What follows belongs to an exercise in optimizing a design on an open flow for small area, a short achievable clock period and few clock cycles; a production flow would make more cautious choices. Only simulation tests tie the RTL to the original design; equivalence was not proved. No activity file was given, so power comes from the tool's default toggle rates.

Setup of try-juniper:
==> flow/design.v (excerpt) <==
module happy_face (
    input wire signed [31:0] s_x,
    input wire signed [31:0] s_y,
    input wire signed [31:0] height,
    input wire __clock,
    input wire __reset,
    input wire __start,
    input wire __ready,
    output reg __valid,
    output reg __done,
    output reg signed [31:0] __output_0,
    output reg signed [31:0] __output_1
);
Size: about 1,400 cells after synthesis, about 140 flip-flops, roughly 0.012 mm2 of cells after synthesis.
Settings: LEC_CHECK=0, CAP_MARGIN=20, CORE_MARGIN=2, CORE_UTILIZATION=40, SLEW_MARGIN=20; clock period 20.0 ns.
standard.sh (not shown) runs the stock make flow with config.mk's settings and CLKGATE_MAP_FILE= SYNTH_SCRIPT=/design/flow/synth_recipe.tcl, a recipe that flattens the netlist after the stock synthesis.
==> flow/flow/run.sh <==
#!/bin/bash
# Standard layout, with plain buffers on the ports instead of delay buffers, a clock tree of
# smaller buffers without dummy loads, and timing repair that aims well below the clock period.
set -euo pipefail
export BUFFER_PORTS_ARGS="-buffer_cell sky130_fd_sc_hd__buf_1"
export CTS_ARGS="-sink_clustering_enable -repair_clock_nets -dont_use_dummy_load -buf_list {sky130_fd_sc_hd__clkbuf_4 sky130_fd_sc_hd__clkbuf_8}"
export SETUP_SLACK_MARGIN=15
bash standard.sh > standard.log 2>&1
Testbench counts of try-juniper, summed over its fixed seeds: cycles 31,968.
## Diff of input files: try-garnet against try-juniper
Settings: setting ABC_AREA to 1 for the first time.
## What came out
- Taking try-juniper as the reference, in try-garnet worst slack on hold paths dropped 0.055 ns, critical path depth -23.
- try-juniper → try-garnet: routed via count divided by cell count decreased by 6.9% relative to the old numbers, share of the synthesized area in compound gates (AO/OA/AOI/OAI) decreased by 5.5 points relative to the old numbers, met2 layer wire length in the routed design increased by about 10% relative to the old numbers, sequential share of layout area increased by 0.66 points relative to the old numbers, routed wire length increased by 3.3 mm relative to the old numbers.
- A dominant combinational cell family by area after synthesis of simple AND/OR/NAND/NOR gates is what try-garnet shows, while compound AO/OA/AOI/OAI gates belongs to try-juniper.
- try-juniper → try-garnet: post-synthesis net count went up 20%, clock power comparable.
diff inputs: try-garnet => try-yarrow
Settings: ABC_AREA: 1 -> unset.
--- a/flow/flow/run.sh
+++ b/flow/flow/run.sh
@@ -7 +7,2 @@
-export SETUP_SLACK_MARGIN=15
+export SETUP_SLACK_MARGIN=14.5
+export TNS_END_PERCENT=30
==> notes.md <==
On clock edge transition at the registers on the reported setup and hold paths, try-garnet tracks try-yarrow almost exactly. Taking try-garnet as the reference, in try-yarrow data required time of the worst path rose by 4.11 ns, met1 usage in global routing ~0 delta.
[inputs] try-quartz vs try-yarrow
Settings: CORE_UTILIZATION now 65, was 40.
==> flow/flow/run.sh <==
#!/bin/bash
# Standard layout, with plain buffers on the ports instead of delay buffers, no dummy loads in
# the clock tree, and timing repair that aims well below the clock period.
set -euo pipefail
export BUFFER_PORTS_ARGS="-buffer_cell sky130_fd_sc_hd__buf_1"
export CTS_ARGS="-sink_clustering_enable -repair_clock_nets -dont_use_dummy_load"
export SETUP_SLACK_MARGIN=14.5
bash standard.sh > standard.log 2>&1
Notes after the runs:
Measured against try-quartz, the non-filler instance count after layout of try-yarrow comes out at 1.09 times the reference value. The run showing the smaller area taken by multi-input logic gates is try-yarrow. Status: xor/xnor cell area share of the yosys netlist parity (try-yarrow, try-quartz). Looking at the reports, try-quartz completed the entire flow and the layout it produced met the timing, DRC and antenna checks. [compare] base=try-yarrow new=try-quartz: worst hold slack went down 0.014 ns; insertion delay to the later sink of the worst-skew pair went down 0.06 ns; clock power went up about 44%; detailed-route via count went up 566; final total power went up 8.9%. Compared with try-yarrow, in try-quartz net switching power has increased, worst ir drop on vdd has increased. Core util | try-quartz vs try-yarrow | try-quartz higher.
Modified inputs, try-ember compared to try-quartz
Settings: CORE_UTILIZATION now 40, was 65.
==> flow/flow/run.sh <==
#!/bin/bash
# Standard layout, with plain buffers on the ports instead of delay buffers, a clock tree of
# smaller buffers without dummy loads, and timing repair that aims well below the clock period.
set -euo pipefail
export BUFFER_PORTS_ARGS="-buffer_cell sky130_fd_sc_hd__buf_1"
export CTS_ARGS="-sink_clustering_enable -repair_clock_nets -dont_use_dummy_load -buf_list {sky130_fd_sc_hd__clkbuf_4 sky130_fd_sc_hd__clkbuf_8}"
export SETUP_SLACK_MARGIN=14.5
bash standard.sh > standard.log 2>&1
Results
- Cell area after placement of try-ember exceeds that of try-quartz slightly.
- Vias: try-ember fewer than try-quartz
- Effective utilization at floorplan for try-ember is lower than for try-quartz.
- Comparing first-iteration DRC count for try-quartz and try-ember, the bigger number came from try-quartz.

afterwards: timing with drivers on the ports:
No port has a modelled driver above. Below, the same layouts with a new extraction and two added sets of constraints.
Step 1: set_driving_cell puts a clkbuf_16 on __clock and a buf_2 on each other input, an assumption about the parent block.
Step 2 adds t to the input delays and takes it off the output delays; t is the mean of the earliest and latest rising clock arrival at the registers after step 1. Input paths then give back, and output paths get back, about the clock's delay inside the block.
a / b / c = ideal ports / drivers / drivers and shift; a / b = the first two.
run	t, ns	setup slack, ns	worst setup path at the end	cell pins on the clock port's net
try-juniper	0.509	14.790 / 14.790 / 14.333	input to register	1
try-garnet	0.532	14.888 / 14.842 / 14.435	input to register	1
try-yarrow	0.511	14.431 / 14.457 / 13.946	input to register	1
try-quartz	0.467	14.506 / 14.506 / 14.118	input to register	1
try-ember	0.514	14.544 / 14.544 / 14.062	input to register	1
After both steps setup and hold are still met in every run listed. The setup slack of try-yarrow, which loses most, moves by +0.026 ns with the drivers and by -0.485 ns with both steps.
